Background: an optimization exercise with open tools, aiming at small area and a short achievable clock period. Do not read the settings as production practice.
RTL that was checked went through simulation tests only; none was proved equivalent to the original.
For runs 2 to 6, only the layout was checked, not whether the RTL still works.
Power figures rest on the tool's default switching activity, not on a simulated workload.

**run.sh**
```bash
#!/bin/bash
# synth_recipe.tcl (not shown) runs the flow's synth.tcl, then flattens the netlist and writes it again
# the make line also repeats each setting of config.mk as NAME=value (left out here)
make -C /OpenROAD-flow-scripts/flow DESIGN_CONFIG=/design/flow/config.mk WORK_HOME=/design/flow/orfs CLKGATE_MAP_FILE= SYNTH_SCRIPT=/design/flow/synth_recipe.tcl finish
```
**config.mk**
```make
export PLATFORM = sky130hd
export DESIGN_NAME = cnn_top_with_pool
export DESIGN_NICKNAME = cnn_top_with_pool
export VERILOG_FILES = /design/flow/design.v
export SDC_FILE = /design/flow/constraint.sdc
export NUM_CORES = 4
export LEC_CHECK = 0
export CAP_MARGIN = 20
export CORE_MARGIN = 2
export CORE_UTILIZATION = 40
export SLEW_MARGIN = 20
```
**constraint.sdc**
```tcl
create_clock -name core_clock -period 4.0 [get_ports {clk}]
set_input_delay 0.8000 -clock core_clock [delete_from_list [all_inputs] [get_ports {clk}]]
set_output_delay 0.8000 -clock core_clock [all_outputs]
set_load 0.01 [all_outputs]
```
**design.v**
```verilog
module linebuffer_3x3 #
(
    parameter DATA_W = 8,
    parameter IMG_W  = 8      
)
(
    input  wire                     clk,
    input  wire                     rst,
    input  wire                     in_valid,
    input  wire signed [DATA_W-1:0] pixel_in,
    output reg                      out_valid,
    output reg signed [DATA_W-1:0]  p00, p01, p02,
    output reg signed [DATA_W-1:0]  p10, p11, p12,
    output reg signed [DATA_W-1:0]  p20, p21, p22
);
    reg signed [DATA_W-1:0] line1 [0:IMG_W-1];
    reg signed [DATA_W-1:0] line2 [0:IMG_W-1];
    integer i;
    reg [15:0] col;  
    always @(posedge clk) begin
        if (rst) begin
            for (i=0; i<IMG_W; i=i+1) begin
                line1[i] <= 0;
                line2[i] <= 0;
            end
            col <= 0;
            out_valid <= 0;
            p00 <= 0; p01 <= 0; p02 <= 0;
            p10 <= 0; p11 <= 0; p12 <= 0;
            p20 <= 0; p21 <= 0; p22 <= 0;
        end
        else if (in_valid) begin
            line2[col] <= line1[col];
            line1[col] <= pixel_in;
            if (col >= 2) begin
                p00 <= line2[col-2];
                p01 <= line2[col-1];
                p02 <= line2[col];
                p10 <= line1[col-2];
                p11 <= line1[col-1];
                p12 <= line1[col];
                p20 <= 0;  
                p21 <= 0;
                p22 <= 0;
                out_valid <= 1'b1;
            end else begin
                out_valid <= 1'b0;
            end
            if (col == IMG_W-1)
                col <= 0;
            else
                col <= col + 1;
        end else begin
            out_valid <= 0;
        end
    end
endmodule
module conv3x3_single_ch #
(
    parameter DATA_W = 8,
    parameter FRAC   = 4,
    parameter W00=0,parameter W01=0,parameter W02=0,
    parameter W10=0,parameter W11=0,parameter W12=0,
    parameter W20=0,parameter W21=0,parameter W22=0,
    parameter BIAS=0
)
(
    input  wire                     clk,
    input  wire                     rst,
    input  wire                     in_valid,
    input  wire signed [DATA_W-1:0] p00,p01,p02,p10,p11,p12,p20,p21,p22,
    output reg  signed [DATA_W-1:0] out_data,
    output reg                      out_valid
);
    reg signed [DATA_W+12:0] acc;
    reg signed [DATA_W+7:0]  prod;
    always @(posedge clk) begin
        if (rst) begin
            out_valid<=0; out_data<=0;
        end else if (in_valid) begin
            acc=0;
            prod=p00*W00; acc=acc+prod;
            prod=p01*W01; acc=acc+prod;
            prod=p02*W02; acc=acc+prod;
            prod=p10*W10; acc=acc+prod;
            prod=p11*W11; acc=acc+prod;
            prod=p12*W12; acc=acc+prod;
            prod=p20*W20; acc=acc+prod;
            prod=p21*W21; acc=acc+prod;
            prod=p22*W22; acc=acc+prod;
            acc=acc+(BIAS<<<FRAC);
            out_data<=acc>>>FRAC;
            out_valid<=1;
        end else
            out_valid<=0;
    end
endmodule
module batchnorm_scale_shift #
(
    parameter DATA_W = 8,
    parameter FRAC   = 4,
    parameter GAMMA  = (1<<FRAC),  
    parameter BETA   = 0           
)
(
    input  wire                     clk,
    input  wire                     rst,
    input  wire signed [DATA_W-1:0] in_data,
    input  wire                     in_valid,
    output reg  signed [DATA_W-1:0] out_data,
    output reg                      out_valid
);
    reg signed [DATA_W+7:0] mult, res;
    always @(posedge clk) begin
        if (rst) begin
            out_data  <= 0;
            out_valid <= 0;
        end else begin
            if (in_valid) begin
                mult = in_data * GAMMA;
                res  = (mult >>> FRAC) + BETA;
                out_data <= res[DATA_W-1:0];
                out_valid <= 1'b1;
            end else
                out_valid <= 1'b0;
        end
    end
endmodule
module leaky_relu #
(
    parameter DATA_W = 8,
    parameter FRAC   = 4,
    parameter A_NUM  = 1,
    parameter A_DEN  = 4
)
(
    input  wire                     clk,
    input  wire                     rst,
    input  wire signed [DATA_W-1:0] in_data,
    input  wire                     in_valid,
    output reg  signed [DATA_W-1:0] out_data,
    output reg                      out_valid
);
    reg signed [DATA_W+7:0] prod;
    reg signed [DATA_W+7:0] scaled;    
    always @(posedge clk) begin
        if (rst) begin
            out_data  <= 0;
            out_valid <= 0;
        end
        else begin
            if (in_valid) begin
                if (in_data[DATA_W-1] == 1'b0) begin
                    out_data <= in_data;
                end
                else begin
                    prod = in_data * A_NUM;
                    if (A_DEN == 1)
                        scaled = prod;
                    else if (A_DEN == 2)
                        scaled = prod >>> 1;
                    else if (A_DEN == 4)
                        scaled = prod >>> 2;
                    else
                        scaled = prod / A_DEN;
                    out_data <= scaled[DATA_W-1:0];
                end
                out_valid <= 1'b1;
            end
            else begin
                out_valid <= 1'b0;
            end
        end
    end
endmodule
module linebuffer_2x2 #
(
    parameter DATA_W = 8,
    parameter IMG_W  = 8
)
(
    input  wire                     clk,
    input  wire                     rst,
    input  wire                     in_valid,
    input  wire signed [DATA_W-1:0] pixel_in,
    output reg                      out_valid,
    output reg signed [DATA_W-1:0]  p00, p01,
    output reg signed [DATA_W-1:0]  p10, p11
);
    reg signed [DATA_W-1:0] linebuf [0:IMG_W-1];
    integer i;
    reg [15:0] col;
    reg row_valid;
    always @(posedge clk) begin
        if (rst) begin
            col <= 0;
            out_valid <= 0;
            for (i=0;i<IMG_W;i=i+1)
                linebuf[i] <= 0;
        end else if (in_valid) begin
            if (col < IMG_W)
                col <= col + 1;
            else
                col <= 1;
            if (row_valid && col >= 2) begin
                p00 <= linebuf[col-2];
                p01 <= linebuf[col-1];
                p10 <= pixel_in;
                p11 <= pixel_in;  
                out_valid <= 1;
            end else begin
                out_valid <= 0;
            end
            linebuf[col-1] <= pixel_in;
        end else begin
            out_valid <= 0;
        end
    end
    always @(posedge clk) begin
        if (rst)
            row_valid <= 0;
        else if (in_valid && col == IMG_W)
            row_valid <= 1;
    end
endmodule
module maxpool2x2 #
(
    parameter DATA_W = 8
)
(
    input  wire                     clk,
    input  wire                     rst,
    input  wire                     in_valid,
    input  wire signed [DATA_W-1:0] p00,
    input  wire signed [DATA_W-1:0] p01,
    input  wire signed [DATA_W-1:0] p10,
    input  wire signed [DATA_W-1:0] p11,
    output reg  signed [DATA_W-1:0] out_data,
    output reg                      out_valid
);
    reg signed [DATA_W-1:0] max1;
    reg signed [DATA_W-1:0] max2;
    always @(posedge clk) begin
        if (rst) begin
            out_valid <= 1'b0;
            out_data  <= {DATA_W{1'b0}};
            max1 <= {DATA_W{1'b0}};
            max2 <= {DATA_W{1'b0}};
        end else begin
            if (in_valid) begin
                if (p00 > p01) max1 <= p00;
                else           max1 <= p01;
                if (p10 > p11) max2 <= p10;
                else           max2 <= p11;
                if ( (p00 > p01 ? p00 : p01) > (p10 > p11 ? p10 : p11) )
                    out_data <= (p00 > p01 ? p00 : p01);
                else
                    out_data <= (p10 > p11 ? p10 : p11);
                out_valid <= 1'b1;
            end else begin
                out_valid <= 1'b0;
            end
        end
    end
endmodule
module cnn_top_with_pool #
(
    parameter DATA_W = 8,
    parameter FRAC   = 4,
    parameter IMG_W  = 32
)
(
    input  wire                     clk,
    input  wire                     rst,
    input  wire                     in_valid,
    input  wire signed [DATA_W-1:0] pixel_in,
    output reg                      out_valid,
    output reg signed [DATA_W-1:0]  out_data
);
    wire lb_valid;
    wire signed [DATA_W-1:0] p00,p01,p02,p10,p11,p12,p20,p21,p22;
    linebuffer_3x3 #(.DATA_W(DATA_W), .IMG_W(IMG_W)) lb (
        .clk(clk), .rst(rst),
        .in_valid(in_valid), .pixel_in(pixel_in),
        .out_valid(lb_valid),
        .p00(p00),.p01(p01),.p02(p02),
        .p10(p10),.p11(p11),.p12(p12),
        .p20(p20),.p21(p21),.p22(p22)
    );
    wire conv_in_valid = lb_valid;
    wire conv_out_valid;
    wire signed [DATA_W-1:0] conv_out_data;
    conv3x3_single_ch #(
        .DATA_W(DATA_W), .FRAC(FRAC),
        .W00(0),  .W01(-16), .W02(0),
        .W10(-16),.W11(64),  .W12(-16),
        .W20(0),  .W21(-16), .W22(0),
        .BIAS(0)
    ) conv (
        .clk(clk), .rst(rst), .in_valid(conv_in_valid),
        .p00(p00),.p01(p01),.p02(p02),
        .p10(p10),.p11(p11),.p12(p12),
        .p20(p20),.p21(p21),.p22(p22),
        .out_data(conv_out_data), .out_valid(conv_out_valid)
    );
    wire bn_in_valid = conv_out_valid;
    wire bn_out_valid;
    wire signed [DATA_W-1:0] bn_out_data;
    batchnorm_scale_shift #(
        .DATA_W(DATA_W), .FRAC(FRAC),
        .GAMMA(24), .BETA(4)
    ) bn (
        .clk(clk), .rst(rst),
        .in_data(conv_out_data), .in_valid(bn_in_valid),
        .out_data(bn_out_data), .out_valid(bn_out_valid)
    );
    wire relu_in_valid = bn_out_valid;
    wire relu_out_valid;
    wire signed [DATA_W-1:0] relu_out_data;
    leaky_relu #(
        .DATA_W(DATA_W), .FRAC(FRAC),
        .A_NUM(1), .A_DEN(4)
    ) lrelu (
        .clk(clk), .rst(rst),
        .in_data(bn_out_data), .in_valid(relu_in_valid),
        .out_data(relu_out_data), .out_valid(relu_out_valid)
    );
    wire lb2_valid;
    wire signed [DATA_W-1:0] pb00,pb01,pb10,pb11;
    linebuffer_2x2 #(.DATA_W(DATA_W), .IMG_W(IMG_W)) pool_lb (
        .clk(clk), .rst(rst),
        .in_valid(relu_out_valid),
        .pixel_in(relu_out_data),
        .out_valid(lb2_valid),
        .p00(pb00), .p01(pb01),
        .p10(pb10), .p11(pb11)
    );
    wire pool_in_valid = lb2_valid;
    wire pool_out_valid;
    wire signed [DATA_W-1:0] pool_out_data;
    maxpool2x2 #(.DATA_W(DATA_W)) pool (
        .clk(clk), .rst(rst),
        .in_valid(pool_in_valid),
        .p00(pb00), .p01(pb01),
        .p10(pb10), .p11(pb11),
        .out_data(pool_out_data), .out_valid(pool_out_valid)
    );
    always @(posedge clk) begin
        if (rst) begin
            out_valid     <= 0;
            out_data      <= 0;
        end else begin
            if (pool_out_valid) begin
                out_valid <= 1'b1;
                out_data  <= pool_out_data;
            end else begin
                out_valid <= 1'b0;
            end
        end
    end
endmodule
```
==> results.py, run 1 <==
metrics = {
    "logic_synthesis": {
        "synthTopCellsByCount": "edfxtp_1, mux4_2, nor2_1",
        "synth_edf_count": 792,
        "synthArstFlopShare_pct": 0,
        "yosys.cell_count.top_type": "edfxtp_1",
        "synthCells": 3315,
        "seq_area_frac_synth_pct": 55.1,
        "synth_ff_type": "edfxtp_1",
        "yosys.area.top_type": "edfxtp_1",
        "postSynthAreaPerCell_um2": 14.3,
        "syn_nets": 3397,
        "netlist_area_um2": 47300,
        "synth_cell_types": 63,
        "synth_area_leaders": "edfxtp_1, mux4_2, dfxtp_1, and3_1, and2_1",
        "synth.top_cell.area_share_pct": 50.2,
        "ys_warn_count": 7,
        "ys_ff_latch": 907,
    },
    "setup_path": {
        "end_kind": "flop",
        "worst-path-max-fanout": 4,
        "crit_type": "reg2reg",
        "arrival_ns": 4.16,
        "start_kind": "flop",
        "ff2ff_setup_slack_ns": 0.43,
        "crit_required_ns": 4.59,
    },
    "global_route": {
        "antenna_found_initial": 6,
        "grt_first_pass_wirelength_mm": 198,
        "grt_util_met2_pct": 35.3,
        "track_usage_pct": 21.9,
        "use_met3_pct": 4.40,
        "grtUsageMet1_pct": 30.3,
        "grt_max_degree": 119,
        "grt_pass1_vias": 29100,
        "overflow": 0,
        "grt_busiest_layer": "met2",
    },
    "drt": {
        "drcViolationCount": 0,
        "routed_wl_mm": 132,
        "drtIter0Drc": 3004,
        "routedWlPerCell_um": 26.7,
        "ant_nets": 0,
        "vias": 29200,
        "avgViaCountPerCell": 5.89,
        "drtPass1Iterations": 6,
    },
    "die": {
        "die-height_um": 348,
        "core_um2": 118000,
        "dieArea_um2": 121000,
        "start_util_pct": 40.2,
        "num_rows": 126,
        "io_pins": 20,
        "die_w_um": 348,
    },
    "layout": {
        "fillers": 10200,
        "instances_no_fill": 4954,
        "nets": 3416,
        "drive_above_1_share_pct": 25.4,
        "area_growth_pct": 12.8,
        "utilization_pct": 45.4,
    },
    "clock_network": {
        "post-cts-setup-buffers": 0,
        "cts.path.max_buffers": 3,
        "cts_buffers": 99,
        "cts_max_level": 3,
        "ctsResizeCount": 0,
        "tritoncts": "yes",
        "clk_pin_slew_ns": 0.06,
        "cts-root-buf": "clkbuf_16",
        "clk_latency_ns": 0.70,
        "clock_sinks": 907,
        "hold_buffers": 0,
    },
    "placed_design": {
        "dp.cells": 4769,
        "port_buffers": 19,
        "dp_hpwl_mm": 87.5,
        "gp_congestion": 0.856,
        "dp_slack_ns": 0.437,
    },
    "timing": {
        "drv_slew": 0,
        "setup_violations": 0,
        "max_freq_mhz": 280,
        "finalHoldViolCount": 0,
        "skew_ns": 0.0410,
        "layout_setup_ws_ns": 0.429,
        "setup_tns_ns": 0,
        "worst_pin_slew_ns": 1.07,
        "period_share_pct": 89.3,
        "whs_ns": 0.463,
        "slew_headroom_pct": 28.2,
        "period_needed_ns": 3.57,
        "grt_setup_unrepaired": "no",
    },
    "pwr": {
        "powerDensity_nw_per_um2": 441,
        "p_leak_uw": 0.0195,
        "peakVddDrop_mv": 0.353,
    },
    "outcome": {
        "status": "no timing/DRC/antenna violations",
    },
    "flow_run": {
        "cap_viol_max_count": 0,
    },
    "worst_hold_path": {
        "hold_class": "reg2reg",
    },
}
## critical path, stage by stage, from the launching register on
cell       delay (ns)
dfxtp_1          0.33
or4_4            0.55
nor2_1           0.13
xor2_1           0.23
fa_1             0.42
inv_1            0.09
fa_1             0.41
ha_1             0.33
o21ai_0          0.09
o21bai_1         0.13
a21oi_1          0.12
or4_1            0.53
o2111ai_1        0.12
## worst paths after layout
path / startpoint / endpoint / cells past startpoint
worst max-delay path: lb.p01[0] / conv.out_data[7] / 12
worst min-delay path: lb.p12[7] / lb.p12[7] / 2
worst max register to register: lb.p01[0] / conv.out_data[7] / 12
worst min register to register: lb.p12[7] / lb.p12[7] / 2
## state kept, by name (all words and copies together), names as in the netlist, 6 cells and up, named ones only
register	count
lb.line1	256
lb.p10	8
bn.out_data	8
lrelu.out_data	8
pool_lb.p11	8
pool_lb.p00	8
lb.col	16
lb.line2	256
pool_lb.col	16
pool.out_data	8
conv.out_data	8
out_data	8
lb.p01	8
lb.p11	6
pool_lb.p01	8
lb.p12	8
pool_lb.linebuf	256
## metrics by stage
step	power [uW]	instance area (um^2)
floorplan	13000	47300
global placement	14200	50000
detailed placement	14200	50000
CTS	23700	53400
global route	24300	53400
finish	23500	53400
## kinds of logic (layout without fill, tap and decap cells)
group                    Yosys count  after routing  share of synthesized area, %
AND/OR/NAND/NOR                 1211           1211                          13.3
adder cells (fa/ha/maj)           71             71                          2.10
multiplexers                     548            548                          22.6
other                              0              1                             0
AO/OA/AOI/OAI                    168            168                          2.53
buffers and inverters            350            452                          3.19
flip-flops                       907            907                          55.1
XOR/XNOR                          60             60                          1.11
## layout by cell type, fill, tap and decap left out, types with 10 or more instances in the layout
master | netlist | final
clkbuf_16 | 0 | 101
clkinv_2 | 0 | 20
and3_1 | 263 | 263
bufinv_16 | 0 | 14
ha_1 | 57 | 54
xnor2_1 | 28 | 26
o21ai_0 | 20 | 20
mux2i_1 | 98 | 98
a21oi_1 | 33 | 32
buf_12 | 0 | 25
or2_2 | 33 | 33
mux4_2 | 406 | 406
nor2_2 | 10 | 11
fa_1 | 14 | 14
xor2_1 | 32 | 29
clkinv_1 | 1 | 16
nand2_1 | 133 | 133
o221ai_1 | 10 | 10
clkbuf_1 | 185 | 16
and2_1 | 260 | 257
dfxtp_1 | 115 | 102
inv_1 | 65 | 65
nor2_1 | 367 | 365
nand2b_1 | 45 | 45
o211ai_1 | 29 | 29
buf_4 | 30 | 159
edfxtp_1 | 792 | 792
nand3_1 | 38 | 38
nor3_1 | 16 | 14
mux2_2 | 36 | 36
clkdlybuf4s50_1 | 0 | 17
a222oi_1 | 11 | 11
a211oi_1 | 16 | 16
## final cells by class
cell class                 instances  area (um^2)  share of cell area [%]
clock buffer                     120         2630                    4.92
tap                             1536         1920                    3.60
multi-input combinational       2058        19900                    37.2
antenna                            1         2.50                 0.00469
timing repair buffer             202         1870                    3.50
clock inverter                    64          757                    1.42
sequential                       907        26100                    48.9
inverter                          66          248                   0.464
## power breakdown
| group | internal, uW | switching, uW |
|---|---|---|
| Sequential | 10600 | 220 |
| Clock | 5610 | 3930 |
| Combinational | 1330 | 1870 |
## per-layer routing
metal	share of wire (%)	wire (um)
met1	41	54900
met5	0.029	39
met2	48	63000
met4	2.9	3840
met3	8.1	10700
==> run 2, diff against run 1 <==
--- a/design.v
+++ b/design.v
@@ -277,85 +277,107 @@
     output reg                      out_valid,
     output reg signed [DATA_W-1:0]  out_data
 );
-    wire lb_valid;
-    wire signed [DATA_W-1:0] p00,p01,p02,p10,p11,p12,p20,p21,p22;
-    linebuffer_3x3 #(.DATA_W(DATA_W), .IMG_W(IMG_W)) lb (
-        .clk(clk), .rst(rst),
-        .in_valid(in_valid), .pixel_in(pixel_in),
-        .out_valid(lb_valid),
-        .p00(p00),.p01(p01),.p02(p02),
-        .p10(p10),.p11(p11),.p12(p12),
-        .p20(p20),.p21(p21),.p22(p22)
-    );
-    wire conv_in_valid = lb_valid;
-    wire conv_out_valid;
-    wire signed [DATA_W-1:0] conv_out_data;
-    conv3x3_single_ch #(
-        .DATA_W(DATA_W), .FRAC(FRAC),
-        .W00(0),  .W01(-16), .W02(0),
-        .W10(-16),.W11(64),  .W12(-16),
-        .W20(0),  .W21(-16), .W22(0),
-        .BIAS(0)
-    ) conv (
-        .clk(clk), .rst(rst), .in_valid(conv_in_valid),
-        .p00(p00),.p01(p01),.p02(p02),
-        .p10(p10),.p11(p11),.p12(p12),
-        .p20(p20),.p21(p21),.p22(p22),
-        .out_data(conv_out_data), .out_valid(conv_out_valid)
-    );
-    wire bn_in_valid = conv_out_valid;
-    wire bn_out_valid;
-    wire signed [DATA_W-1:0] bn_out_data;
-    batchnorm_scale_shift #(
-        .DATA_W(DATA_W), .FRAC(FRAC),
-        .GAMMA(24), .BETA(4)
-    ) bn (
-        .clk(clk), .rst(rst),
-        .in_data(conv_out_data), .in_valid(bn_in_valid),
-        .out_data(bn_out_data), .out_valid(bn_out_valid)
-    );
-    wire relu_in_valid = bn_out_valid;
-    wire relu_out_valid;
-    wire signed [DATA_W-1:0] relu_out_data;
-    leaky_relu #(
-        .DATA_W(DATA_W), .FRAC(FRAC),
-        .A_NUM(1), .A_DEN(4)
-    ) lrelu (
-        .clk(clk), .rst(rst),
-        .in_data(bn_out_data), .in_valid(relu_in_valid),
-        .out_data(relu_out_data), .out_valid(relu_out_valid)
-    );
-    wire lb2_valid;
-    wire signed [DATA_W-1:0] pb00,pb01,pb10,pb11;
-    linebuffer_2x2 #(.DATA_W(DATA_W), .IMG_W(IMG_W)) pool_lb (
-        .clk(clk), .rst(rst),
-        .in_valid(relu_out_valid),
-        .pixel_in(relu_out_data),
-        .out_valid(lb2_valid),
-        .p00(pb00), .p01(pb01),
-        .p10(pb10), .p11(pb11)
-    );
-    wire pool_in_valid = lb2_valid;
-    wire pool_out_valid;
-    wire signed [DATA_W-1:0] pool_out_data;
-    maxpool2x2 #(.DATA_W(DATA_W)) pool (
-        .clk(clk), .rst(rst),
-        .in_valid(pool_in_valid),
-        .p00(pb00), .p01(pb01),
-        .p10(pb10), .p11(pb11),
-        .out_data(pool_out_data), .out_valid(pool_out_valid)
-    );
+    integer i;
+    reg  [4:0] col;           
+    reg        row1;          
+    reg  [7:0] p0;
+    reg        v0;            
+    reg        fe0;           
+    reg        m0;            
     always @(posedge clk) begin
+        p0 <= pixel_in;
         if (rst) begin
-            out_valid     <= 0;
-            out_data      <= 0;
+            col  <= 5'd0;
+            row1 <= 1'b0;
+            v0   <= 1'b0;
+            fe0  <= 1'b0;
         end else begin
-            if (pool_out_valid) begin
-                out_valid <= 1'b1;
-                out_data  <= pool_out_data;
-            end else begin
-                out_valid <= 1'b0;
+            v0  <= in_valid;
+            fe0 <= in_valid & (|col[4:1]);
+            if (in_valid) begin
+                col <= col + 5'd1;
+                if (&col) row1 <= 1'b1;
             end
         end
+        m0 <= row1;
+    end
+    reg  [7:0] x1, x2;        
+    reg  [7:0] y1;            
+    reg  [7:0] a1;            
+    reg        fe1, m1;
+    always @(posedge clk) begin
+        if (v0) begin
+            x1 <= p0;
+            x2 <= x1;
+        end
+        y1 <= p0 + x1;
+        a1 <= {x1[5:0], 2'b00} - x2;
+        m1 <= m0;
+        if (rst) fe1 <= 1'b0;
+        else     fe1 <= fe0;
+    end
+    reg  [7:0] yl [0:29];     
+    reg  [7:0] c2;
+    reg        fe2;
+    wire [7:0] yold = yl[29] & {8{m1}};
+    always @(posedge clk) begin
+        if (fe1) begin
+            yl[0] <= y1;
+            for (i = 1; i < 30; i = i + 1)
+                yl[i] <= yl[i-1];
+        end
+        c2 <= a1 - yold;
+        if (rst) fe2 <= 1'b0;
+        else     fe2 <= fe1;
+    end
+    reg  [7:0] b3;
+    reg        fe3;
+    always @(posedge clk) begin
+        b3 <= c2 + {c2[7], c2[7:1]} + 8'd4;
+        if (rst) fe3 <= 1'b0;
+        else     fe3 <= fe2;
+    end
+    reg  signed [7:0] f4;
+    reg        fe4;
+    always @(posedge clk) begin
+        f4 <= b3[7] ? {b3[7], b3[7], b3[7:2]} : b3;
+        if (rst) fe4 <= 1'b0;
+        else     fe4 <= fe3;
+    end
+    reg  [4:0] d;             
+    reg        any;           
+    reg        row2;          
+    reg        push;          
+    reg        res;           
+    reg  signed [7:0] fl [0:30];     
+    reg  signed [7:0] q;             
+    wire signed [7:0] fa = fl[29];
+    wire signed [7:0] fb = fl[30];
+    wire signed [7:0] qa = (f4 > fa) ? f4 : fa;
+    wire signed [7:0] qb = (f4 > fb) ? f4 : fb;
+    always @(posedge clk) begin
+        if (rst) begin
+            d    <= 5'd31;
+            any  <= 1'b0;
+            row2 <= 1'b0;
+            push <= 1'b1;
+            res  <= 1'b0;
+        end else if (fe4) begin
+            d    <= d + 5'd1;
+            any  <= 1'b1;
+            if (any && (&d)) row2 <= 1'b1;
+            push <= ~(&d);
+            res  <= ~(&d) & (row2 | (any & (&d)));
+        end
+        if (fe4 && push) begin
+            fl[0] <= f4;
+            for (i = 1; i < 31; i = i + 1)
+                fl[i] <= fl[i-1];
+        end
+        if (fe4)
+            q <= push ? qa : qb;
+        out_data <= (f4 > q) ? f4 : q;
+        if (rst) out_valid <= 1'b0;
+        else     out_valid <= fe4 & res;
     end
 endmodule
==> run 2 against run 1 <==
  * Clock skew is 0.025 ns lower
  * Critical path type unchanged
  * Maximum frequency is 44% higher
  * Setup slack better by 1.1 ns
  * Via count is 73% lower
  * Cell count is 66% lower
  * Non-clock buffer count is 176 lower
  * Highest routed layer is now met4
  * Still clean
  * Worst hold slack worse by 0.13 ns
==> results.py, run 2 <==
metrics = {
    "outcome": {
        "status": "no timing/DRC/antenna violations",
    },
    "logic_synthesis": {
        "ys_ff_latch": 592,
        "synth_edf_count": 512,
        "synth.top_cell.area_share_pct": 78.8,
        "synth_ff_type": "edfxtp_1",
        "synth_compound_area_share_pct": 2.67,
        "synth_area_leaders": "edfxtp_1, dfxtp_1, ha_1, xnor2_1, inv_1",
        "synth-xor-area-share_pct": 1.44,
        "synthCells": 939,
        "synth_cell_types": 43,
        "syn_nets": 1013,
        "ys_warn_count": 3,
        "netlist_area_um2": 19500,
        "synthArstFlopShare_pct": 0,
        "synthSimpleGateAreaFrac_pct": 2.44,
        "synthTopCellsByCount": "edfxtp_1, dfxtp_1, ha_1",
        "synth-adder-area-share_pct": 4.15,
        "synthMuxAreaShare_pct": 1.21,
        "yosys.cell_count.top_type": "edfxtp_1",
        "synth_top_family_by_area": "adder cells",
        "yosys.area.top_type": "edfxtp_1",
        "seq_area_frac_synth_pct": 87.0,
        "postSynthAreaPerCell_um2": 20.8,
    },
    "die": {
        "num_rows": 80,
        "start_util_pct": 40.7,
        "core_um2": 47900,
        "io_pins": 20,
        "die_w_um": 225,
        "die-height_um": 225,
        "dieArea_um2": 50600,
    },
    "global_route": {
        "grt_pass1_vias": 7635,
        "grt_first_pass_wirelength_mm": 39.0,
        "grt_max_degree": 83,
        "track_usage_pct": 9.53,
        "overflow": 0,
        "antenna_found_initial": 0,
    },
    "clock_network": {
        "cts-root-buf": "clkbuf_16",
        "post-cts-setup-buffers": 0,
        "cts_max_level": 2,
        "ctsResizeCount": 0,
        "clock_sinks": 592,
        "clk_latency_ns": 0.57,
        "tritoncts": "yes",
        "hold_buffers": 0,
        "cts.path.max_buffers": 3,
        "cts_buffers": 53,
        "clk_pin_slew_ns": 0.06,
    },
    "drt": {
        "drcViolationCount": 0,
        "avgViaCountPerCell": 4.63,
        "vias": 7737,
        "drtPass1Iterations": 4,
        "drtIter0Drc": 623,
        "routedWlPerCell_um": 14.2,
        "ant_nets": 0,
        "routed_wl_mm": 23.7,
    },
    "pwr": {
        "powerDensity_nw_per_um2": 586,
        "p_leak_uw": 0.00749,
        "peakVddDrop_mv": 0.390,
        "p_seq_share_pct": 54.3,
        "pwr-share-comb_pct": 8.4,
        "p_sw_uw": 2780,
        "internal_power_uw": 10300,
        "power.share.switching_pct": 21.3,
        "clockPowerShare_pct": 37.3,
    },
    "layout": {
        "mostFrequentLayoutCells": "edfxtp_1, dfxtp_1, ha_1, clkbuf_16, inv_1",
        "fillers": 3937,
        "drive_above_1_share_pct": 9.85,
        "diodes": 0,
        "largest_reg_flops": 248,
        "largestRegisters": "fl: 248 flops, yl: 240 flops",
        "largest_register": "fl",
        "nets": 1085,
        "area_growth_pct": 14.0,
        "final_common_cell": "edfxtp_1",
    },
    "timing": {
        "setup_tns_ns": 0,
        "skew_ns": 0.0163,
        "period_needed_ns": 2.48,
        "grt_setup_unrepaired": "no",
        "drv_slew": 0,
        "finalHoldViolCount": 0,
        "slew_headroom_pct": 43.4,
        "layout_setup_ws_ns": 1.52,
        "period_share_pct": 62.0,
        "max_freq_mhz": 403,
        "setup_violations": 0,
        "worst_pin_slew_ns": 0.849,
    },
    "placed_design": {
        "dp_slack_ns": 1.50,
        "dp_hpwl_mm": 12.2,
        "port_buffers": 19,
        "gp_congestion": 0.778,
    },
    "setup_path": {
        "worst-path-max-fanout": 51,
        "arrival_ns": 2.68,
        "crit_type": "reg2reg",
        "end_kind": "flop",
        "crit_required_ns": 4.20,
        "start_kind": "flop",
    },
    "flow_run": {
        "cap_viol_max_count": 0,
    },
    "worst_hold_path": {
        "hold_class": "reg2reg",
    },
}
run 2: changes by cell type in the layout (fill, tap and decap cells not counted), sizes merged, moves of 178 or more:
cell	before	now
mux4	406	0
and2	260	2
and3	263	5
nor2	377	34
buf	185	7
edfxtp	792	512
run 2: cells by family after synthesis:
family                     Yosys count
and+or+nand+nor                     99
adders and majority gates           63
buffers and inverters               57
DFF                                592
muxes                               22
AOI/OAI and AO/OA                   74
xor gates and xnor gates            32
run 2: routing by layer:
metal / global-route usage, % / share of wire (%) / routed length (um)
met4: 3.74 / 2.3 / 555
met3: 2.41 / 5.1 / 1210
met1: 14.6 / 52 / 12200
met5: 0 / 0 / 0
met2: 12.9 / 41 / 9670
run 2: worst paths after layout:
kind	from	endpoint	slack (ns)	depth (start not counted)
max	push	fl[27][0]	1.52	2
min	m0	m1	0.34	0
max reg2reg	push	fl[27][0]	1.52	2
min reg2reg	m0	m1	0.34	0
run 2: per-stage QoR:
stage	cells	total power (uW)	hold WS [ns]	utilization [%]	area (um^2)
floorplan	939	8000	0.310	-	19500
global placement	1571	8290	0.316	42.9	20500
detailed placement	1571	8320	0.327	42.9	20500
CTS	1671	13200	0.340	46.4	22200
global route	1671	13600	0.352	46.4	22200
finish	1671	13000	0.336	46.4	22200
run 2: area by class of cell:
class / instances / area (um^2) / share of cell area (%)
multi-input cells: 290 / 2330 / 10.5
flip-flops and latches: 592 / 17000 / 76.3
well taps: 615 / 769 / 3.46
inverters: 48 / 180 / 0.810
clock inverters: 19 / 154 / 0.692
repair buffers: 26 / 293 / 1.32
clock buffers: 81 / 1540 / 6.94
run 2: critical path, stage by stage (launching register included):
cell and delay (ns):
dfxtp_1 0.75, and2_4 0.71, buf_4 0.61
run 2: power groups by stage:
stage | clock [uW] | combinational (uW) | sequential (uW)
after global placement | 0 | 1080 | 7210
after detailed placement | 0 | 1100 | 7210
final | 4870 | 1100 | 7080
after CTS | 5050 | 1110 | 7080
after global routing | 5290 | 1250 | 7100
after floorplan | 0 | 836 | 7170
==> run 3, diff against run 2 <==
--- a/config.mk
+++ b/config.mk
@@ -5,7 +5,9 @@
 export SDC_FILE = /design/flow/constraint.sdc
 export NUM_CORES = 4
 export LEC_CHECK = 0
+export ABC_CLOCK_PERIOD_IN_PS = 1800
 export CAP_MARGIN = 20
 export CORE_MARGIN = 2
 export CORE_UTILIZATION = 40
+export SETUP_SLACK_MARGIN = 2.2
 export SLEW_MARGIN = 20
==> run 3 against run 2 <==
  * Cell area up 3.7%
  * Register-to-register slack better by 0.41 ns
  * Synthesized area unchanged
  * Worst hold slack worse by 0.0093 ns
  * Critical path depth up 6
  * Non-clock buffer count up 37
  * Largest power group unchanged
  * Flip-flop and latch count unchanged
==> results.py, run 3 <==
metrics = {
    "outcome": {
        "status": "no timing/DRC/antenna violations",
    },
    "logic_synthesis": {
        "synthArstFlopShare_pct": 0,
        "syn_nets": 1013,
        "synthCells": 939,
        "yosys.area.top_type": "edfxtp_1",
        "postSynthAreaPerCell_um2": 20.8,
        "yosys.cell_count.top_type": "edfxtp_1",
        "synth_cell_types": 43,
        "synth_area_leaders": "edfxtp_1, dfxtp_1, ha_1, xnor2_1, inv_1",
        "ys_warn_count": 3,
        "synth_ff_type": "edfxtp_1",
        "seq_area_frac_synth_pct": 87.0,
        "synthTopCellsByCount": "edfxtp_1, dfxtp_1, ha_1",
        "ys_ff_latch": 592,
        "netlist_area_um2": 19500,
        "synth_edf_count": 512,
        "synth.top_cell.area_share_pct": 78.8,
    },
    "layout": {
        "utilization_pct": 48.1,
        "final_common_cell": "edfxtp_1",
        "area_growth_pct": 18.2,
        "largest_register": "fl",
        "nets": 1126,
        "mostFrequentLayoutCells": "edfxtp_1, dfxtp_1, clkbuf_16, ha_1, inv_1",
        "largest_reg_flops": 248,
        "drive_above_1_share_pct": 20.9,
        "diodes": 0,
        "largestRegisters": "fl: 248 flops, yl: 240 flops",
    },
    "global_route": {
        "grt_max_degree": 99,
        "overflow": 0,
        "grtUsageMet1_pct": 15.1,
        "track_usage_pct": 10.0,
        "grt_busiest_layer": "met1",
        "grt_util_met2_pct": 14.1,
        "grt_pass1_vias": 7849,
        "use_met3_pct": 2.48,
        "grt_first_pass_wirelength_mm": 40.8,
        "antenna_found_initial": 0,
    },
    "drt": {
        "routedWlPerCell_um": 14.7,
        "routed_wl_mm": 25.2,
        "drtIter0Drc": 501,
        "vias": 7887,
        "drtPass1Iterations": 4,
        "drcViolationCount": 0,
        "avgViaCountPerCell": 4.61,
        "ant_nets": 0,
    },
    "pwr": {
        "peakVddDrop_mv": 0.361,
        "p_leak_uw": 0.00782,
        "powerDensity_nw_per_um2": 592,
    },
    "die": {
        "core_um2": 47900,
        "num_rows": 80,
        "dieArea_um2": 50600,
        "die-height_um": 225,
        "die_w_um": 225,
        "start_util_pct": 40.7,
        "io_pins": 20,
    },
    "timing": {
        "finalHoldViolCount": 0,
        "period_share_pct": 51.7,
        "skew_ns": 0.0188,
        "setup_tns_ns": 0,
        "grt_setup_unrepaired": "yes",
        "slew_headroom_pct": 40.0,
        "period_needed_ns": 2.07,
        "worst_pin_slew_ns": 0.900,
        "setup_violations": 0,
        "max_freq_mhz": 483,
        "drv_slew": 0,
    },
    "setup_path": {
        "critPathMaxStageDelay_ns": 0.38,
        "slowest_stage": "a211o_4",
        "cp_common_cell": "and3_4",
        "arrival_ns": 2.38,
        "end_kind": "flop",
        "start_kind": "flop",
        "crit_chain": "inv_2 -> ha_4 -> and3_4 -> o2111ai_2 -> and3_4 -> a211o_4 -> o221ai_2 -> a21oi_2",
        "crit_required_ns": 4.31,
        "crit_type": "reg2reg",
        "worst-path-max-fanout": 8,
        "ff2ff_setup_slack_ns": 1.93,
    },
    "clock_network": {
        "tritoncts": "yes",
        "cts.path.max_buffers": 3,
        "clock_sinks": 592,
        "clk_latency_ns": 0.58,
        "cts_buffers": 55,
        "hold_buffers": 0,
        "clk_pin_slew_ns": 0.06,
        "cts_max_level": 2,
        "cts-root-buf": "clkbuf_16",
    },
    "placed_design": {
        "port_buffers": 19,
        "dp_hpwl_mm": 12.5,
        "gp_congestion": 0.739,
    },
    "flow_run": {
        "cap_viol_max_count": 0,
    },
    "worst_hold_path": {
        "hold_class": "reg2reg",
    },
}
run 3: cell counts after synthesis:
No cell type changed its count.
run 3: worst max-delay path, delay by kind of cell (launching register included):
family | cells | cell delay [ns]
fa+ha+maj | 1 | 0.26
flops | 1 | 0.37
buf+inv | 1 | 0.06
simple gates | 2 | 0.37
compound gates | 4 | 0.75
run 3: where the power goes:
group	switching, uW	total, uW	internal [uW]
registers	203	7120	6920
clock network	2120	5150	3030
logic	618	1390	769
total	2940	13700	10700
run 3: layer usage:
layer	vias up	part of all wire (%)
met5	-	0
met4	0	2.4
met3	50	4.0
met2	103	42
met1	3928	51
li1	3806	-
run 3: final timing paths:
| kind | from | end | cells past startpoint |
|---|---|---|---|
| max | fl[30][5] | q[6] | 8 |
| max reg2reg | fl[30][5] | q[6] | 8 |
| min | m0 | m1 | 0 |
| min reg2reg | m0 | m1 | 0 |
run 3: repair_timing:
action / CTS / global route
cloned: 2 / 0
pin swaps: 29 / 38
gates resized for setup: 78 / 39
endpoints found under the hold margin: 0 / 0
setup buffers: 26 / 9
setup endpoints to repair: 397 / 104
run 3: logic make-up (layout without fill, tap and decap cells):
group	Yosys count	after routing	share of synthesized area [%]
DFF	592	592	87.0
muxes	22	22	1.21
xor gates and xnor gates	32	32	1.44
and+or+nand+nor	99	101	2.44
buffers and inverters	57	213	1.12
AOI/OAI and AO/OA	74	74	2.67
adders and majority gates	63	63	4.15
run 3: layout make-up:
| class | count | area, um^2 |
|---|---|---|
| Clock inverter | 19 | 215 |
| Clock buffer | 83 | 1600 |
| Timing Repair Buffer | 63 | 573 |
| Tap cell | 615 | 769 |
| Fill cell | 3872 | 24900 |
| Sequential cell | 592 | 17000 |
| Multi-Input combinational cell | 292 | 2710 |
| Inverter | 48 | 183 |
run 3: per-stage QoR:
stage / std cells / instance area, um^2 / hold WS [ns] / setup WS [ns] / total power (uW)
after floorplan: 939 / 19600 / 0.310 / 1.14 / 8080
after global placement: 1573 / 20600 / 0.319 / 1.63 / 8360
after detailed placement: 1573 / 20600 / 0.319 / 1.54 / 8380
after CTS: 1703 / 22800 / 0.332 / 1.94 / 13700
after global routing: 1712 / 23100 / 0.334 / 1.86 / 14300
final: 1712 / 23100 / 0.327 / 1.93 / 13700
==> run 4, diff against run 3 <==
--- a/design.v
+++ b/design.v
@@ -350,11 +350,10 @@
     reg        push;          
     reg        res;           
     reg  signed [7:0] fl [0:30];     
-    reg  signed [7:0] q;             
-    wire signed [7:0] fa = fl[29];
-    wire signed [7:0] fb = fl[30];
-    wire signed [7:0] qa = (f4 > fa) ? f4 : fa;
-    wire signed [7:0] qb = (f4 > fb) ? f4 : fb;
+    reg  signed [7:0] f1;            
+    reg  signed [7:0] g5;            
+    reg  signed [7:0] f5;
+    reg        v5;
     always @(posedge clk) begin
         if (rst) begin
             d    <= 5'd31;
@@ -375,9 +374,15 @@
                 fl[i] <= fl[i-1];
         end
         if (fe4)
-            q <= push ? qa : qb;
-        out_data <= (f4 > q) ? f4 : q;
+            f1 <= f4;
+        g5 <= (f1 > fl[30]) ? f1 : fl[30];
+        f5 <= f4;
+        if (rst) v5 <= 1'b0;
+        else     v5 <= fe4 & res;
+    end
+    always @(posedge clk) begin
+        out_data <= (f5 > g5) ? f5 : g5;
         if (rst) out_valid <= 1'b0;
-        else     out_valid <= fe4 & res;
+        else     out_valid <= v5;
     end
 endmodule
==> run 4 against run 3 <==
  * Count of clock-buffer cells in the layout shrank 8
  * Cell count shrank 1.2%
  * Synthesized cell count is 2.0% lower
  * Synthesized area rose by 0.55%
  * Register-to-register slack better by 0.13 ns
  * Via count fell by 1.9%
  * Worst hold slack better by 0.027 ns
==> results.py, run 4 <==
metrics = {
    "clock_network": {
        "cts-root-buf": "clkbuf_16",
        "clk_pin_slew_ns": 0.06,
        "tritoncts": "yes",
        "cts_buffers": 57,
        "clock_sinks": 609,
        "clk_latency_ns": 0.61,
        "cts_max_level": 2,
        "cts.path.max_buffers": 3,
        "hold_buffers": 0,
    },
    "timing": {
        "finalHoldViolCount": 0,
        "skew_ns": 0.0226,
        "period_share_pct": 48.5,
        "setup_tns_ns": 0,
        "setup_violations": 0,
        "slew_headroom_pct": 45.4,
        "drv_slew": 0,
        "max_freq_mhz": 516,
        "grt_setup_unrepaired": "yes",
        "layout_setup_ws_ns": 2.06,
        "period_needed_ns": 1.94,
        "worst_pin_slew_ns": 0.818,
    },
    "placed_design": {
        "dp_hpwl_mm": 12.2,
        "dp_slack_ns": 1.85,
        "gp_congestion": 0.743,
        "dp.cells": 1563,
        "port_buffers": 19,
        "placed_cell_area_um2": 20700,
    },
    "die": {
        "core_um2": 48600,
        "io_pins": 20,
        "num_rows": 81,
        "die_w_um": 226,
        "die-height_um": 226,
        "start_util_pct": 40.3,
        "dieArea_um2": 50900,
    },
    "setup_path": {
        "crit_required_ns": 4.47,
        "slowest_stage": "edfxtp_1",
        "worst-path-max-fanout": 2,
        "critPathMaxStageDelay_ns": 0.37,
        "start_kind": "flop",
        "end_kind": "flop",
        "ff2ff_setup_slack_ns": 2.06,
        "crit_type": "reg2reg",
        "arrival_ns": 2.41,
        "crit_chain": "and2_4 -> ha_4 -> fa_2 -> nor2b_2 -> o21ai_2 -> a21boi_2 -> nor4_1 -> a311o_1",
    },
    "logic_synthesis": {
        "ys_ff_latch": 609,
        "synth_ff_type": "edfxtp_1",
        "syn_nets": 986,
        "synthTopCellsByCount": "edfxtp_1, dfxtp_1, ha_1",
        "netlist_area_um2": 19600,
        "synth_area_leaders": "edfxtp_1, dfxtp_1, ha_1, inv_1, xnor2_1",
        "synth_edf_count": 512,
        "synthCells": 920,
        "seq_area_frac_synth_pct": 88.2,
        "postSynthAreaPerCell_um2": 21.3,
        "synthArstFlopShare_pct": 0,
        "yosys.area.top_type": "edfxtp_1",
        "yosys.cell_count.top_type": "edfxtp_1",
        "synth.top_cell.area_share_pct": 78.3,
        "ys_warn_count": 3,
        "synth_cell_types": 47,
    },
    "layout": {
        "diodes": 0,
        "largest_register": "fl",
        "mostFrequentLayoutCells": "edfxtp_1, dfxtp_1, clkbuf_16, inv_1, ha_1",
        "instances_no_fill": 1692,
        "design_area_um2": 23200,
        "drive_above_1_share_pct": 20.7,
        "final_common_cell": "edfxtp_1",
        "area_growth_pct": 18.2,
        "nets": 1087,
        "largestRegisters": "fl: 248 flops, yl: 240 flops",
        "largest_reg_flops": 248,
    },
    "flow_run": {
        "cap_viol_max_count": 0,
    },
    "global_route": {
        "grt_first_pass_wirelength_mm": 39.5,
        "track_usage_pct": 9.72,
        "overflow": 0,
        "antenna_found_initial": 0,
        "grt_pass1_vias": 7698,
        "grt_max_degree": 58,
    },
    "drt": {
        "ant_nets": 0,
        "vias": 7737,
        "routedWlPerCell_um": 14.8,
        "drtIter0Drc": 589,
        "avgViaCountPerCell": 4.57,
        "routed_wl_mm": 25.0,
        "drtPass1Iterations": 4,
        "drcViolationCount": 0,
    },
    "pwr": {
        "peakVddDrop_mv": 0.337,
        "powerDensity_nw_per_um2": 595,
        "p_leak_uw": 0.00789,
    },
    "outcome": {
        "status": "no timing/DRC/antenna violations",
    },
    "worst_hold_path": {
        "hold_class": "reg2reg",
    },
}
[run 4: cell types whose count changed in the layout (fill, tap and decap cells not counted), moves of 8 or more]
| cell | previous run | this run |
|---|---|---|
| mux2_4 | 8 | 16 |
| ha_1 | 47 | 37 |
| a21oi_1 | 16 | 8 |
| nor2_1 | 34 | 25 |
| dfxtp_1 | 63 | 85 |
| clkbuf_1 | 18 | 10 |
| buf_4 | 36 | 20 |
[run 4: routing by layer]
metal	track usage [%]	vias to the layer above	routed length [um]
met3	2.46	48	1000
met2	13.7	120	10800
li1	-	3697	-
met5	0	-	0
met4	4.36	0	626
met1	14.2	3872	12600
[run 4: worst paths after layout]
check | end | start | cells after the start
max reg2reg | c2[6] | yl[29][0] | 8
min reg2reg | m1 | m0 | 0
min | m1 | m0 | 0
max | c2[6] | yl[29][0] | 8
[run 4: layout make-up]
type / instances / area [um^2]
fillers: 3943 / 25500
inverters: 50 / 188
clock buffers: 75 / 1570
multi-input cells: 256 / 2470
clock inverters: 33 / 383
flip-flops and latches: 609 / 17300
well taps: 622 / 778
repair buffers: 47 / 464
[run 4: through the flow]
| step | utilization (%) | hold slack [ns] | total power, uW |
|---|---|---|---|
| 2_1_floorplan | - | 0.310 | 7940 |
| 3_3_place_gp | 42.6 | 0.356 | 8210 |
| 3_5_place_dp | 42.6 | 0.351 | 8240 |
| 4_1_cts | 47.0 | 0.357 | 13900 |
| 5_1_grt | 47.7 | 0.363 | 14400 |
| 6_report | 47.7 | 0.353 | 13800 |
[run 4: power by group]
group          internal, uW  switching [uW]
registers              7100             167
clock network          3240            2230
logic                   583             477
[run 4: critical path: cells and delay by family, from the launching register on]
family,cells,cell delay (ns)
flip-flops,1,0.37
adder cells (fa/ha/maj),2,0.53
AND/OR/NAND/NOR,3,0.38
AO/OA/AOI/OAI,3,0.53
[run 4: kinds of logic after synthesis]
| kind of cell | Yosys count | share of synthesized area, % |
|---|---|---|
| buf+inv | 57 | 1.13 |
| xor+xnor | 25 | 1.12 |
| mux | 23 | 1.46 |
| flops | 609 | 88.2 |
| simple gates | 97 | 2.51 |
| compound gates | 54 | 1.94 |
| fa+ha+maj | 55 | 3.62 |
[run 4: repair_timing]
| item | in CTS | in global routing |
|---|---|---|
| pin swaps | 15 | 21 |
| endpoints found under the setup margin | 252 | 92 |
| gates resized for setup | 60 | 46 |
| cloned | 2 | 1 |
| endpoints found under the hold margin | 0 | 0 |
| buffers inserted | 9 | 9 |
==> run 5, diff against run 4 <==
==> config.mk (replaced) <==
export PLATFORM = sky130hd
export DESIGN_NAME = cnn_top_with_pool
export DESIGN_NICKNAME = cnn_top_with_pool
export VERILOG_FILES = /design/flow/design.v
export SDC_FILE = /design/flow/constraint.sdc
export NUM_CORES = 4
export LEC_CHECK = 0
export ABC_CLOCK_PERIOD_IN_PS = 1600
export CAP_MARGIN = 20
export CORE_MARGIN = 2
export CORE_UTILIZATION = 60
export CTS_CLUSTER_DIAMETER = 60
export CTS_CLUSTER_SIZE = 30
export SETUP_SLACK_MARGIN = 2.4
export SLEW_MARGIN = 20
==> run 5 against run 4 <==
  * Setup slack lost 0.017 ns
  * Sequential power about the same
  * Flip-flop and latch count unchanged
  * Non-clock buffer count up 18
  * Synthesized area unchanged
==> results.py, run 5 <==
metrics = {
    "logic_synthesis": {
        "synth.top_cell.area_share_pct": 78.3,
        "netlist_area_um2": 19600,
        "ys_warn_count": 3,
        "synth_edf_count": 512,
        "synthCells": 920,
        "syn_nets": 986,
        "synth_area_leaders": "edfxtp_1, dfxtp_1, ha_1, inv_1, xnor2_1",
        "yosys.area.top_type": "edfxtp_1",
        "synth_ff_type": "edfxtp_1",
        "synth_cell_types": 47,
        "yosys.cell_count.top_type": "edfxtp_1",
        "postSynthAreaPerCell_um2": 21.3,
        "seq_area_frac_synth_pct": 88.2,
        "ys_ff_latch": 609,
        "synthTopCellsByCount": "edfxtp_1, dfxtp_1, ha_1",
        "synthArstFlopShare_pct": 0,
    },
    "clock_network": {
        "clock_sinks": 609,
        "cts-root-buf": "clkbuf_16",
        "cts_buffers": 36,
        "cts.path.max_buffers": 3,
        "clk_pin_slew_ns": 0.10,
        "hold_buffers": 0,
        "clk_latency_ns": 0.53,
        "cts_max_level": 2,
        "tritoncts": "yes",
    },
    "timing": {
        "finalHoldViolCount": 0,
        "skew_ns": 0.0180,
        "grt_setup_unrepaired": "yes",
        "period_needed_ns": 1.96,
        "worst_pin_slew_ns": 0.739,
        "max_freq_mhz": 511,
        "setup_tns_ns": 0,
        "setup_violations": 0,
        "layout_setup_ws_ns": 2.04,
        "drv_slew": 0,
        "slew_headroom_pct": 50.6,
        "period_share_pct": 48.9,
    },
    "layout": {
        "largestRegisters": "fl: 248 flops, yl: 240 flops",
        "seqCellArea_um2": 17300,
        "utilization_pct": 69.9,
        "diodes": 0,
        "nets": 1084,
        "largest_register": "fl",
        "largest_reg_flops": 248,
        "drive_above_1_share_pct": 22.9,
        "fillers": 2039,
        "multiInputGateArea_um2": 2610,
        "design_area_um2": 22600,
        "final_common_cell": "edfxtp_1",
        "area_growth_pct": 15.4,
        "mostFrequentLayoutCells": "edfxtp_1, dfxtp_1, inv_1, clkbuf_16, buf_4",
    },
    "placed_design": {
        "placed_cell_area_um2": 20600,
        "gp_congestion": 0.812,
        "dp_hpwl_mm": 12.5,
        "port_buffers": 19,
        "dp_slack_ns": 1.83,
    },
    "global_route": {
        "grtUsageMet1_pct": 21.5,
        "grt_util_met2_pct": 23.0,
        "grt_max_degree": 110,
        "use_met3_pct": 2.65,
        "track_usage_pct": 14.7,
        "grt_first_pass_wirelength_mm": 39.5,
        "antenna_found_initial": 0,
        "grt_busiest_layer": "met2",
        "overflow": 0,
        "grt_pass1_vias": 7610,
    },
    "setup_path": {
        "reg2reg_from": "c2[2]",
        "cp_common_cell": "ha_4",
        "crit_required_ns": 4.41,
        "slowest_stage": "fa_2",
        "worst-path-max-fanout": 2,
        "critical_path.top_delay_family": "adder cells",
        "crit_chain": "ha_4 -> ha_4 -> inv_2 -> fa_2 -> nor2b_4 -> o21ai_2 -> a21boi_2 -> nor4_2 -> a311o_1",
        "critPathMaxStageDelay_ns": 0.36,
        "end_kind": "flop",
        "startpoint": "c2[2]",
        "arrival_ns": 2.37,
        "start_kind": "flop",
        "path_buf_inv": 1,
        "crit_type": "reg2reg",
    },
    "worst_hold_path": {
        "hold_class": "reg2reg",
        "hold_start": "m0",
    },
    "drt": {
        "avgViaCountPerCell": 5.18,
        "drtIter0Drc": 702,
        "drcViolationCount": 0,
        "routedWlPerCell_um": 17.0,
        "ant_nets": 0,
        "routed_wl_mm": 25.2,
        "drtPass1Iterations": 6,
        "vias": 7696,
    },
    "pwr": {
        "p_leak_uw": 0.00769,
        "powerDensity_nw_per_um2": 554,
        "p_total_uw": 12500,
        "peakVddDrop_mv": 0.372,
    },
    "die": {
        "io_pins": 20,
        "core_um2": 32400,
        "die-height_um": 185,
        "die_w_um": 185,
        "num_rows": 66,
        "dieArea_um2": 34200,
        "start_util_pct": 60.6,
    },
    "outcome": {
        "status": "no timing/DRC/antenna violations",
    },
    "flow_run": {
        "cap_viol_max_count": 0,
    },
}
[run 5: final cells by class]
class,instances,share of cell area [%]
clock buffers,40,4.18
flip-flops and latches,609,76.6
repair buffers,65,3.01
well taps,442,2.44
inverters,50,0.829
multi-input cells,256,11.5
clock inverters,23,1.37
[run 5: per-layer routing]
metal  routed length, um  up-vias  part of all wire [%]
met5                   0        -                     0
met2               11800      130                    47
li1                    -     3675                     -
met4                 551        0                   2.2
met3                 942       43                   3.7
met1               12000     3848                    47
[run 5: per-stage QoR]
step	hold WS [ns]	cells
after floorplan	0.310	920
after global placement	0.344	1379
after detailed placement	0.337	1379
after CTS	0.359	1475
after global routing	0.357	1485
final	0.354	1485
[run 5: path summary, 6_finish.rpt]
kind	end	slack (ns)	cells after the start
setup reg to reg	b3[7]	2.04	9
hold reg to reg	m1	0.35	0
setup / recovery	b3[7]	2.04	9
hold / removal	m1	0.35	0
[run 5: kinds of logic (layout without fill, tap and decap cells)]
logic type / count (synthesis) / in the layout / share of synthesized area, %
mux: 23 / 23 / 1.46
xor+xnor: 25 / 25 / 1.12
fa+ha+maj: 55 / 55 / 3.62
flops: 609 / 609 / 88.2
compound gates: 54 / 54 / 1.94
simple gates: 97 / 99 / 2.51
buf+inv: 57 / 178 / 1.13
[run 5: timing repair]
| action | in CTS | in global routing |
|---|---|---|
| cloned | 3 | 1 |
| setup buffers | 30 | 9 |
| hold endpoints to repair | 0 | 0 |
| pin swaps | 33 | 26 |
| gates resized for setup | 77 | 54 |
| setup endpoints to repair | 407 | 202 |
[run 5: report_power, final]
part | leakage [uW] | internal [uW] | total (uW) | switching, uW
Sequential | 0.00542 | 7090 | 7270 | 174
Clock | 0.000611 | 1970 | 4070 | 2100
Combinational | 0.00165 | 693 | 1210 | 514
Total | 0.00769 | 9760 | 12500 | 2780
==> run 6, diff against run 5 <==
--- a/config.mk
+++ b/config.mk
@@ -10,6 +10,6 @@
 export CORE_MARGIN = 2
 export CORE_UTILIZATION = 60
 export CTS_CLUSTER_DIAMETER = 60
-export CTS_CLUSTER_SIZE = 30
+export CTS_CLUSTER_SIZE = 50
 export SETUP_SLACK_MARGIN = 2.4
 export SLEW_MARGIN = 20
==> run 6 against run 5 <==
  * Combinational power about the same
  * Die area unchanged
  * Maximum frequency shrank 0.45%
  * Flip-flop and latch count unchanged
  * Register-to-register slack barely moved
  * Sequential share of layout area rose by 0.20 points
  * Still clean
  * Cell count is 0.13% lower
  * Count of clock-buffer cells in the layout unchanged
  * Sequential power barely moved
  * Critical path depth unchanged
==> results.py, run 6 <==
metrics = {
    "logic_synthesis": {
        "synthCells": 920,
        "synth-xor-area-share_pct": 1.12,
        "synthMuxAreaShare_pct": 1.46,
        "synth_area_leaders": "edfxtp_1, dfxtp_1, ha_1, inv_1, xnor2_1",
        "yosys.area.top_type": "edfxtp_1",
        "synthArstFlopShare_pct": 0,
        "synthSimpleGateAreaFrac_pct": 2.51,
        "synthTopCellsByCount": "edfxtp_1, dfxtp_1, ha_1",
        "seq_area_frac_synth_pct": 88.2,
        "synth.top_cell.area_share_pct": 78.3,
        "netlist_area_um2": 19600,
        "ys_warn_count": 3,
        "synth-adder-area-share_pct": 3.62,
        "synth_compound_area_share_pct": 1.94,
        "syn_nets": 986,
        "synth_ff_type": "edfxtp_1",
        "ys_ff_latch": 609,
        "synth_edf_count": 512,
        "synth_cell_types": 47,
        "yosys.cell_count.top_type": "edfxtp_1",
        "postSynthAreaPerCell_um2": 21.3,
        "synth_top_family_by_area": "adder cells",
    },
    "clock_network": {
        "cts-root-buf": "clkbuf_16",
        "cts_buffers": 36,
        "clock_sinks": 609,
        "clk_pin_slew_ns": 0.10,
        "tritoncts": "yes",
        "cts_max_level": 2,
        "cts.path.max_buffers": 3,
        "hold_buffers": 0,
        "clk_latency_ns": 0.54,
    },
    "setup_path": {
        "start_kind": "flop",
        "crit_required_ns": 4.41,
        "worst-path-max-fanout": 2,
        "crit_type": "reg2reg",
        "arrival_ns": 2.38,
        "end_kind": "flop",
    },
    "drt": {
        "ant_nets": 0,
        "routedWlPerCell_um": 17.1,
        "drtIter0Drc": 677,
        "routed_wl_mm": 25.3,
        "drcViolationCount": 0,
        "drtPass1Iterations": 5,
        "vias": 7689,
        "avgViaCountPerCell": 5.18,
    },
    "timing": {
        "grt_setup_unrepaired": "yes",
        "drv_slew": 0,
        "setup_tns_ns": 0,
        "setup_violations": 0,
        "max_freq_mhz": 509,
        "worst_pin_slew_ns": 0.765,
        "finalHoldViolCount": 0,
        "slew_headroom_pct": 48.9,
        "layout_setup_ws_ns": 2.03,
        "period_share_pct": 49.1,
        "period_needed_ns": 1.97,
        "skew_ns": 0.0189,
    },
    "global_route": {
        "track_usage_pct": 14.8,
        "grt_max_degree": 110,
        "overflow": 0,
        "grt_pass1_vias": 7631,
        "grt_first_pass_wirelength_mm": 39.6,
        "antenna_found_initial": 0,
    },
    "layout": {
        "multiInputGateArea_um2": 2590,
        "seqCellArea_um2": 17300,
        "area_growth_pct": 15.1,
        "final_common_cell": "edfxtp_1",
        "nets": 1082,
        "largest_reg_flops": 248,
        "largestRegisters": "fl: 248 flops, yl: 240 flops",
        "fillers": 2038,
        "diodes": 0,
        "mostFrequentLayoutCells": "edfxtp_1, dfxtp_1, inv_1, clkbuf_16, ha_1",
        "largest_register": "fl",
        "drive_above_1_share_pct": 22.5,
    },
    "flow_run": {
        "cap_viol_max_count": 0,
    },
    "pwr": {
        "p_leak_uw": 0.00766,
        "peakVddDrop_mv": 0.367,
        "powerDensity_nw_per_um2": 553,
    },
    "placed_design": {
        "dp_slack_ns": 1.83,
        "port_buffers": 19,
        "dp_hpwl_mm": 12.5,
        "gp_congestion": 0.812,
    },
    "worst_hold_path": {
        "hold_class": "reg2reg",
    },
    "die": {
        "dieArea_um2": 34200,
        "core_um2": 32400,
        "io_pins": 20,
        "start_util_pct": 60.6,
        "die_w_um": 185,
        "num_rows": 66,
        "die-height_um": 185,
    },
    "outcome": {
        "status": "no timing/DRC/antenna violations",
    },
}
[run 6: path summary, 6_finish.rpt]
| path | cells past startpoint | end | start | slack (ns) |
|---|---|---|---|---|
| worst min-delay path | 0 | m1 | m0 | 0.37 |
| worst max-delay path | 9 | b3[7] | c2[2] | 2.03 |
| worst max register to register | 9 | b3[7] | c2[2] | 2.03 |
| worst min register to register | 0 | m1 | m0 | 0.37 |
[run 6: through the flow]
step	hold WS, ns	instance area [um^2]	instances	utilization, %	total power, uW
floorplan	0.310	19800	920	-	8030
global placement	0.344	20600	1379	63.6	8270
detailed placement	0.337	20600	1379	63.6	8320
CTS	0.369	22300	1473	68.8	12500
global route	0.365	22600	1483	69.8	13000
finish	0.366	22600	1483	69.8	12500
[run 6: where the power goes]
| group | internal, uW | switching, uW | leakage (uW) |
|---|---|---|---|
| registers | 7090 | 174 | 0.00542 |
| logic | 688 | 519 | 0.00164 |
| clock network | 1940 | 2070 | 0.000598 |
[run 6: metal layers]
metal / global-route usage, % / share of wire, %
met5: 0 / 0
met4: 4.70 / 1.9
met3: 2.63 / 3.5
met2: 23.3 / 47
met1: 21.4 / 48
[run 6: critical path, cell delays in order, from the launching register on]
cell and delay, ns:
dfxtp_2 0.35, ha_4 0.27, ha_4 0.13, inv_2 0.03, fa_2 0.36, nor2b_4 0.13, o21ai_2 0.07, a21boi_2 0.18
nor4_2 0.05, a311o_1 0.28
[run 6: layout make-up]
type | instances | area share, %
clock buffer | 40 | 4.15
clock inverter | 23 | 1.33
inverter | 50 | 0.831
multi-input combinational | 256 | 11.5
sequential | 609 | 76.8
tap | 442 | 2.45
timing repair buffer | 63 | 2.95
[run 6: logic make-up (layout without fill, tap and decap cells)]
kind of cell	after synthesis	after routing
DFF	609	609
and+or+nand+nor	97	99
buffers and inverters	57	176
adders and majority gates	55	55
AOI/OAI and AO/OA	54	54
xor gates and xnor gates	25	25
muxes	23	23
[run 6: repair_timing]
item,4_1_cts,5_1_grt
gates cloned,3,1
setup buffers,28,9
gates resized for setup,76,52
pin swaps,30,28
setup endpoints to repair,407,202

-- what the ideal ports hide --
No port has a modelled driver above. Below, the same layouts with a new extraction and two added sets of constraints.
Step 1, drivers: a clkbuf_16 drives clk and a buf_2 each remaining input, both assumed.
Step 2 times the ports against the registers' clock, not the clock port: input delays grow and output delays shrink by t, the midpoint of the rising clock arrivals with the driver on.
Three values: ideal, step 1, step 2; two values: the first two.
| run | t (ns) | slack for setup (ns) | hold slack, ns | worst register clock-pin slew, ns | worst slew at a driven data input, ns |
|---|---|---|---|---|---|
| run 1 | 0.748 | 0.429 / 0.429 / 0.410 | 0.463 / 0.463 / 0.463 | 0.06 / 0.06 | 0.14 |
| run 2 | 0.613 | 1.518 / 1.518 / 1.518 | 0.336 / 0.336 / 0.336 | 0.07 / 0.07 | 0.03 |
| run 3 | 0.628 | 1.931 / 1.931 / 1.931 | 0.327 / 0.327 / 0.327 | 0.07 / 0.07 | 0.03 |
| run 4 | 0.644 | 2.061 / 2.061 / 1.866 | 0.353 / 0.353 / 0.353 | 0.07 / 0.07 | 0.03 |
| run 5 | 0.580 | 2.043 / 2.043 / 2.043 | 0.354 / 0.354 / 0.354 | 0.10 / 0.10 | 0.03 |
| run 6 | 0.576 | 2.035 / 2.035 / 2.035 | 0.366 / 0.366 / 0.366 | 0.10 / 0.10 | 0.03 |
After both steps setup and hold are still met in every run listed. The setup slack of run 4, which loses most, moves by 0.000 ns with the drivers and by -0.195 ns with both steps.
